From an optimization exercise on the open Yosys and OpenROAD flow, aimed at small area and a short achievable clock period; shortcuts taken in it are not production practice. No functional check of the RTL was part of any run shown here.

## flow/design.v (module list and top-level ports; edited modules follow where they fit)
// module pipelined_array_multiplier: 3538 lines
// module mul_fa: 10 lines
// module mul_bpp: 10 lines
// module mul_bpp0: 8 lines
// module mul_ha: 9 lines
// module mul_xnor: 7 lines
// module mul_inv: 6 lines
// module mul_nand2: 7 lines
// module mul_nor2: 7 lines
// module mul_xor2: 7 lines
// module mul_aoi21: 8 lines
// module mul_oai21: 8 lines
// module mul_or: 7 lines
module pipelined_array_multiplier (
    input  logic        clk_i,
    input  logic        clk_en_i,
    input  logic        rst_n_i,
    input  logic [31:0] multiplicand_i,
    input  logic [31:0] multiplier_i,
    input  logic        data_valid_i,
    output logic [63:0] product_o,
    output logic        data_valid_o
);
  // ...
==> flow/flow/run.sh <==
#!/bin/bash
# Layout flow: the standard ORFS flow (standard.sh) with the standard
# synthesis unchanged, plus
#  - after floorplan, combinational cells downsized to their smallest drive
#    strength (flow/downsize.tcl), so that area is only spent where timing
#    repair asks for it;
#  - optionally, timing repair also right after detailed placement
#    (flow/place_repair.tcl);
#  - optionally a chosen buffer cell for the port buffers.
# Settings are in flow/settings.sh. Each tool's output goes to a log here.
set -euo pipefail
cd "$(dirname "$0")/.."
W=$PWD
source flow/settings.sh
args=()
if [[ "$DOWNSIZE" != "none" ]]; then
  args+=("POST_FLOORPLAN_TCL=$W/flow/downsize.tcl" "DOWNSIZE_FAMILIES=$DOWNSIZE")
fi
args+=("SETUP_SLACK_MARGIN=$SETUP_MARGIN")
if [[ "${PLACE_REPAIR:-0}" == 1 ]]; then
  args+=("POST_DETAIL_PLACE_TCL=$W/flow/place_repair.tcl")
fi
if [[ -n "$PORT_BUFFER" ]]; then
  args+=("BUFFER_PORTS_ARGS=-buffer_cell $PORT_BUFFER")
fi
args+=($EXTRA)
bash standard.sh synth > flow_synth.log 2>&1
bash standard.sh "${args[@]}" finish > flow_layout.log 2>&1
==> flow/flow/downsize.tcl <==
# Downsize combinational cells to the smallest drive strength of their
# family (same function and footprint). Timing repair later sizes the
# critical ones back up. Registers and clock cells are left alone.
# DOWNSIZE_FAMILIES: space-separated family names (e.g. a22oi), or "all".
set families [expr {[info exists ::env(DOWNSIZE_FAMILIES)] ? $::env(DOWNSIZE_FAMILIES) : "all"}]
set skip {^(dfxtp|dfxbp|dfrtp|dfrbp|dfstp|dfbbp|dfsbp|dfrtn|dfbbn|edfxtp|edfxbp|sdf.*|sedf.*|dl.*|clk.*|conb|tap.*|fill.*|decap.*|diode.*|probe.*|lpflow.*)$}
set smallest [dict create]
set count 0
foreach inst [get_cells *] {
  set ref [get_property $inst ref_name]
  if {![regexp {^sky130_fd_sc_hd__(.+)_(\d+)$} $ref -> fam drive]} { continue }
  if {[regexp $skip $fam]} { continue }
  if {$families ne "all" && [lsearch -exact $families $fam] < 0} { continue }
  if {![dict exists $smallest $fam]} {
    set best ""
    set best_area 1e9
    foreach lc [get_lib_cells sky130_fd_sc_hd__${fam}_*] {
      set name [get_property $lc name]
      if {![regexp "^sky130_fd_sc_hd__${fam}_\\d+\$" $name]} { continue }
      if {[get_property $lc dont_use]} { continue }
      set a [get_property $lc area]
      if {$a < $best_area} { set best $name; set best_area $a }
    }
    dict set smallest $fam $best
  }
  set to [dict get $smallest $fam]
  if {$to ne "" && $to ne $ref} {
    replace_cell $inst $to
    incr count
  }
}
puts "downsize: replaced $count cells"
==> flow/flow/place_repair.tcl <==
log_cmd estimate_parasitics -placement
repair_timing_helper -setup
detailed_placement
optimize_mirroring
log_cmd estimate_parasitics -placement
==> flow/flow/settings.sh <==
SETUP_MARGIN=7.55
DOWNSIZE="all"
PORT_BUFFER=sky130_fd_sc_hd__buf_2
PLACE_REPAIR=0
EXTRA="CTS_CLUSTER_SIZE=30 CTS_CLUSTER_DIAMETER=100 CORE_UTILIZATION=55"
==> flow/standard.sh <==
#!/bin/bash
# synth_recipe.tcl (not shown) runs the flow's synth.tcl, then flattens the netlist and writes it again
# the make line also repeats each setting of config.mk as NAME=value (left out here)
make -C /OpenROAD-flow-scripts/flow DESIGN_CONFIG=/design/flow/config.mk WORK_HOME=/design/flow/orfs CLKGATE_MAP_FILE= SYNTH_SCRIPT=/design/flow/synth_recipe.tcl "${@:-finish}"
==> flow/config.mk <==
export PLATFORM = sky130hd
export DESIGN_NAME = pipelined_array_multiplier
export DESIGN_NICKNAME = pipelined_array_multiplier
export VERILOG_FILES = /design/flow/design.v
export SDC_FILE = /design/flow/constraint.sdc
export NUM_CORES = 4
export LEC_CHECK = 0
export CAP_MARGIN = 20
export CORE_MARGIN = 2
export CORE_UTILIZATION = 40
export SLEW_MARGIN = 20
export SYNTH_HIERARCHICAL = 1
export SYNTH_MINIMUM_KEEP_SIZE = 0
==> flow/constraint.sdc <==
create_clock -name core_clock -period 11.0 [get_ports {clk_i}]
set_input_delay 2.2000 -clock core_clock [delete_from_list [all_inputs] [get_ports {clk_i}]]
set_output_delay 2.2000 -clock core_clock [all_outputs]
set_load 0.01 [all_outputs]
==> summary.md, run 1 <==
| Metric | Value |
|---|---|
| DR iter-0 viols | `3450` |
| Status | `complete, no violations` |
| Largest cell class by area | `multi-input gates` |
| Async set or reset register ratio after synthesis | `0` |
| Commonest non-fill, non-tap cell in the layout | `xor2_1` |
| Comb_multi_in | `~2.5k` |
| Vias | `around 27k` |
| Post-DR wirelength/cell | `about 31 um` |
| Max FFs per register | `about 170` |
| Hold path depth | `2` |
| Ys flop type | `edfxtp_1` |
| Regs by FF count | `r0_q x173, p_q x64, a_q x32` |
| Routability cong. | `between 0.9 and 1` |
| Crit-path leading delay family | `adder cells` |
| Cells after DPL | `3919` |
| GRT Resource Usage Total | `0.366` |
| Hold_ws | `about 0.52 ns` |
| Setup Skew | `between 0.02 and 0.025 ns` |
| Slowest stage delay, CP | `0.53 ns` |
| DP HPWL | `roughly 78000 um` |
| Die ar. | `0.0674 mm2` |
| Setup crit end | `r0_q[60]` |
| Synth Area in XOR/XNOR | `0.172` |
| CP max stage cell | `fa_1` |
==> run 2: changes to the inputs <==
==> flow/flow/settings.sh (replaced) <==
SETUP_MARGIN=7.55
DOWNSIZE="all"
PORT_BUFFER=sky130_fd_sc_hd__buf_2
PLACE_REPAIR=0
EXTRA="CTS_CLUSTER_SIZE=30 CTS_CLUSTER_DIAMETER=100 CORE_UTILIZATION=65"
==> run 2 against run 1 <==
  * Still clean on timing, DRC and antenna
  * Via count up 1.6%
  * Non-clock buffer count up 12
  * Sequential cell count unchanged
  * Hold slack better by 0.011 ns
==> summary.md, run 2 <==
| Metric | Value |
|---|---|
| Slowest stage delay, CP | `0.55 ns (+0.02 ns)` |
| CTS Buf Count | `18` |
| Synthesized cell area | `0.0360 mm2` |
| CP most frequent cell | `fa_1` |
| Synth area leader | `edfxtp_1` |
| RSZ-0062 raised after global routing | `yes` |
| Final Hold Fails | `0` |
| Initial core utilization | `0.655` |
| Layout area overhead | `3.60%` |
| Post-route DRC | `0` |
| WP buf/inv | `1` |
| MaxCap Viol Count | `0` |
| Core area | `roughly 0.055 mm2` |
| Ys flop type | `edfxtp_1` |
| Post-synthesis simple-gate area fraction | `0.0532` |
| CP max FO | `32` |
| Largest net degree at the start of global routing | `around 110` |
| Num ports | `133` |
| Pins Over Slew Limit | `0` |
| Non-filler instance count after layout | `about 3.8k` |
| Startpoint Class | `flip-flop` |
| Post-DR vias/cell | `a little over 7` |
| Die X | `239 um` |
| Antenna violations before repair | `3` |
| Post-synthesis adder-cell area fraction | `0.267` |
| Mux cell area share after synthesis | `0.000835` |
| First-pass GRT wire length | `178000 um` |
| Synth Area in XOR/XNOR | `0.172 (unchanged)` |
| Cells after DPL | `3771 (-3.8%)` |
| Clk root buf | `clkbuf_16` |
| Status | `complete, no violations` |
| Largest family of logic cells by synthesized area | `adder cells` |
| Share of cells above drive strength 1 | `0.144` |
| Max-slew headroom | `0.388` |
| TNS Setup | `0 ns` |
| Routability cong. | `0.969 (-0.99%)` |
| Crit. End Element | `flip-flop` |
| ANT nets after route | `0` |
| Crit path cell chain | `buf_4 -> a22oi_1 -> xor2_1 -> fa_1 -> fa_1 -> fa_1 -> fa_1` |
| Setup Skew | `0.0357 ns (+0.0116 ns)` |
| DP HPWL | `76300 um (-2.7%)` |
| Clk buf depth | `3` |
| Crit-path leading delay family | `adder cells` |
| Most frequent cells in the layout | `632 x xor2_1, 488 x a22oi_1, 457 x fa_1` |
| Vias in the first global route | `28.8k` |
| Die ar. | `0.0572 mm2 (-15%)` |
| Synthesized netlist cell count | `between 2k and 3k` |
| Largest cells by area after synthesis | `edfxtp_1 26%, fa_1 26%, a22oi_2 17%` |
| Critical path required time | `between 10 and 15 ns` |
| IO buf count | `132` |
| Final wirelength | `approximately 120000 um` |
| CTS tree | `done` |
| Compound-Gate Fraction of Synth Area | `0.233` |
| #FFs+latches synth | `320` |
| Fmax | `about 0.29 GHz` |
| Seq/Total Area, Yosys | `0.266` |
| Vias | `27.1k (+1.6%)` |
| Async set or reset register ratio after synthesis | `0 (unchanged)` |
| Yosys warns | `7` |
| DR iter-0 viols | `3897 (+13%)` |
| Synth Area per Inst | `approximately 13 um2` |
| Most common cell in the synthesized netlist | `xor2_1` |
| Net Count, Synth | `3407` |
| Hold Path Class | `reg -> reg` |
| Synth top area share | `0.265` |
| Cell Rows | `between 80 and 90` |
| Worst-margin pin slew | `around 0.9 ns` |
| Worst skew pair latency | `0.58 ns` |
| Placed cell area | `0.0350 mm2` |
| Regs by FF count | `r0_q x173, p_q x64, a_q x32` |
| GRT Resource Usage Total | `0.427 (+0.0610)` |
| Fill cell count | `roughly 4.2k` |
| Max FFs per register | `173 (unchanged)` |
| Post-CTS Hold Fix Bufs | `0` |
| EDFF count, synth | `317` |
| Global route overflow | `0` |
| Post-route design area | `about 0.037 mm2` |
| Commonest non-fill, non-tap cell in the layout | `xor2_1` |
| Fin crit share | `0.316` |
| CTS clk-pin slew, worst paths | `between 0.1 and 0.15 ns` |
| Largest register by flop count | `r0_q` |
| CP max stage cell | `fa_1` |
| WS Path Type | `reg -> reg` |
| DRT Pass-1 Iters | `8` |
| Shortest period the worst path allows | `~3.5 ns` |
| Commonest cells post-synth | `664 x xor2_1, 496 x a22oi_2, 469 x fa_1` |
| Clk sinks | `320` |
| Die height | `~240 um` |
| Net count, final | `roughly 3.7k` |
| Post-DR wirelength/cell | `31.5 um (+1.4%)` |
| Arrival time at the worst endpoint | `roughly 3.8 ns` |
| CTS H-tree depth | `1` |
| Distinct cells, synth | `20` |
| Final setup vio count | `0` |
[run 2: cell types whose count changed in the layout (fill, tap and decap cells not counted), moves of 7 or more]
cell / delta
nand2_2: +10
nand2_1: -11
nor2_1: -9
nor2_4: +8
a22oi_2: -7
buf_4: +13
o21ai_1: -12
a21oi_2: +8
a21oi_1: -12
xor2_2: +7
a22oi_1: +7
[run 2: final timing paths]
path,start,endpoint,slack (ns),cells after the start
setup / recovery,one_q[9],r0_q[61],7.52,7
hold / removal,v_q[2],v_q[2],0.53,2
setup reg to reg,one_q[9],r0_q[61],7.52,7
hold reg to reg,v_q[2],v_q[2],0.53,2
[run 2: routing by layer]
metal  share of wire  vias up  GRT usage
li1                -    10700          -
met1            0.34    13131      0.534
met2            0.44     2600      0.638
met3            0.15      687      0.176
met4           0.067        7      0.223
met5         0.00081        -    0.00433
[run 2: modules after synthesis (local to each module, per instance), a selection]
module | cells | flip-flops and latches
mul_xor2 | 1 | 0
mul_inv | 1 | 0
mul_ha | 1 | 0
mul_aoi21 | 1 | 0
mul_nand2 | 1 | 0
mul_fa | 1 | 0
mul_or | 1 | 0
mul_oai21 | 1 | 0
mul_xnor | 1 | 0
mul_nor2 | 1 | 0
pipelined_array_multiplier | 439 | 320
[run 2: tightest hold or removal path: cells and delay by family, from the launching register on]
family | cells | cell delay, ns
DFF | 1 | 0.34
and+or+nand+nor | 1 | 0.10
muxes | 1 | 0.06
[run 2: final cells by class]
type	count	area, um2	share of cell area
Clock buffer	20	479	0.0129
Multi-Input combinational cell	2457	24000	0.644
Tap cell	704	881	0.0236
Sequential cell	320	9580	0.257
Timing Repair Buffer	237	1870	0.0502
Inverter	73	274	0.00736
Antenna cell	2	5.00	0.000134
Clock inverter	10	160	0.00430
[run 2: logic make-up after synthesis]
kind of cell,after synthesis
multiplexers,3
AO/OA/AOI/OAI,809
buffers and inverters,77
AND/OR/NAND/NOR,455
flip-flops,320
XOR/XNOR,705
adder cells (fa/ha/maj),485
[run 2: metrics by stage]
step	setup slack (ns)	hold WS (ns)	util
final	7.52	0.533	0.679
after global routing	7.42	0.567	0.679
after CTS	7.45	0.537	0.659
after detailed placement	6.60	0.510	0.639
after global placement	6.51	0.496	0.639
after floorplan	7.18	0.482	-
[run 2: timing repair]
item,in CTS,in global routing
setup endpoints to repair,235,267
setup buffers,8,12
pin swaps,9,26
resized for setup,121,292

-- separate check: timing with driven ports --
In the flow no input, the clock included, has a driving cell. The finished layouts below were timed again as built, in two steps.
Step 1, drivers: a clkbuf_16 drives clk_i and a buf_2 each remaining input, both assumed.
Step 2 also shifts input and output timing later by t, the mid clock arrival at the registers, as if the neighbouring blocks saw the same clock.
Three values: ideal ports, drivers, drivers and shift; two values: the first two.
run | t, ns | slack for setup (ns) | worst slew at a driven data input, ns
run 1 | 0.637 | 7.545 / 7.487 / 7.028 | 0.05
run 2 | 0.626 | 7.523 / 7.518 / 7.059 | 0.05
After both steps setup and hold are still met in every run listed. For run 1, which loses most, drivers alone change the setup slack by -0.058 ns; drivers and shift together by -0.517 ns.
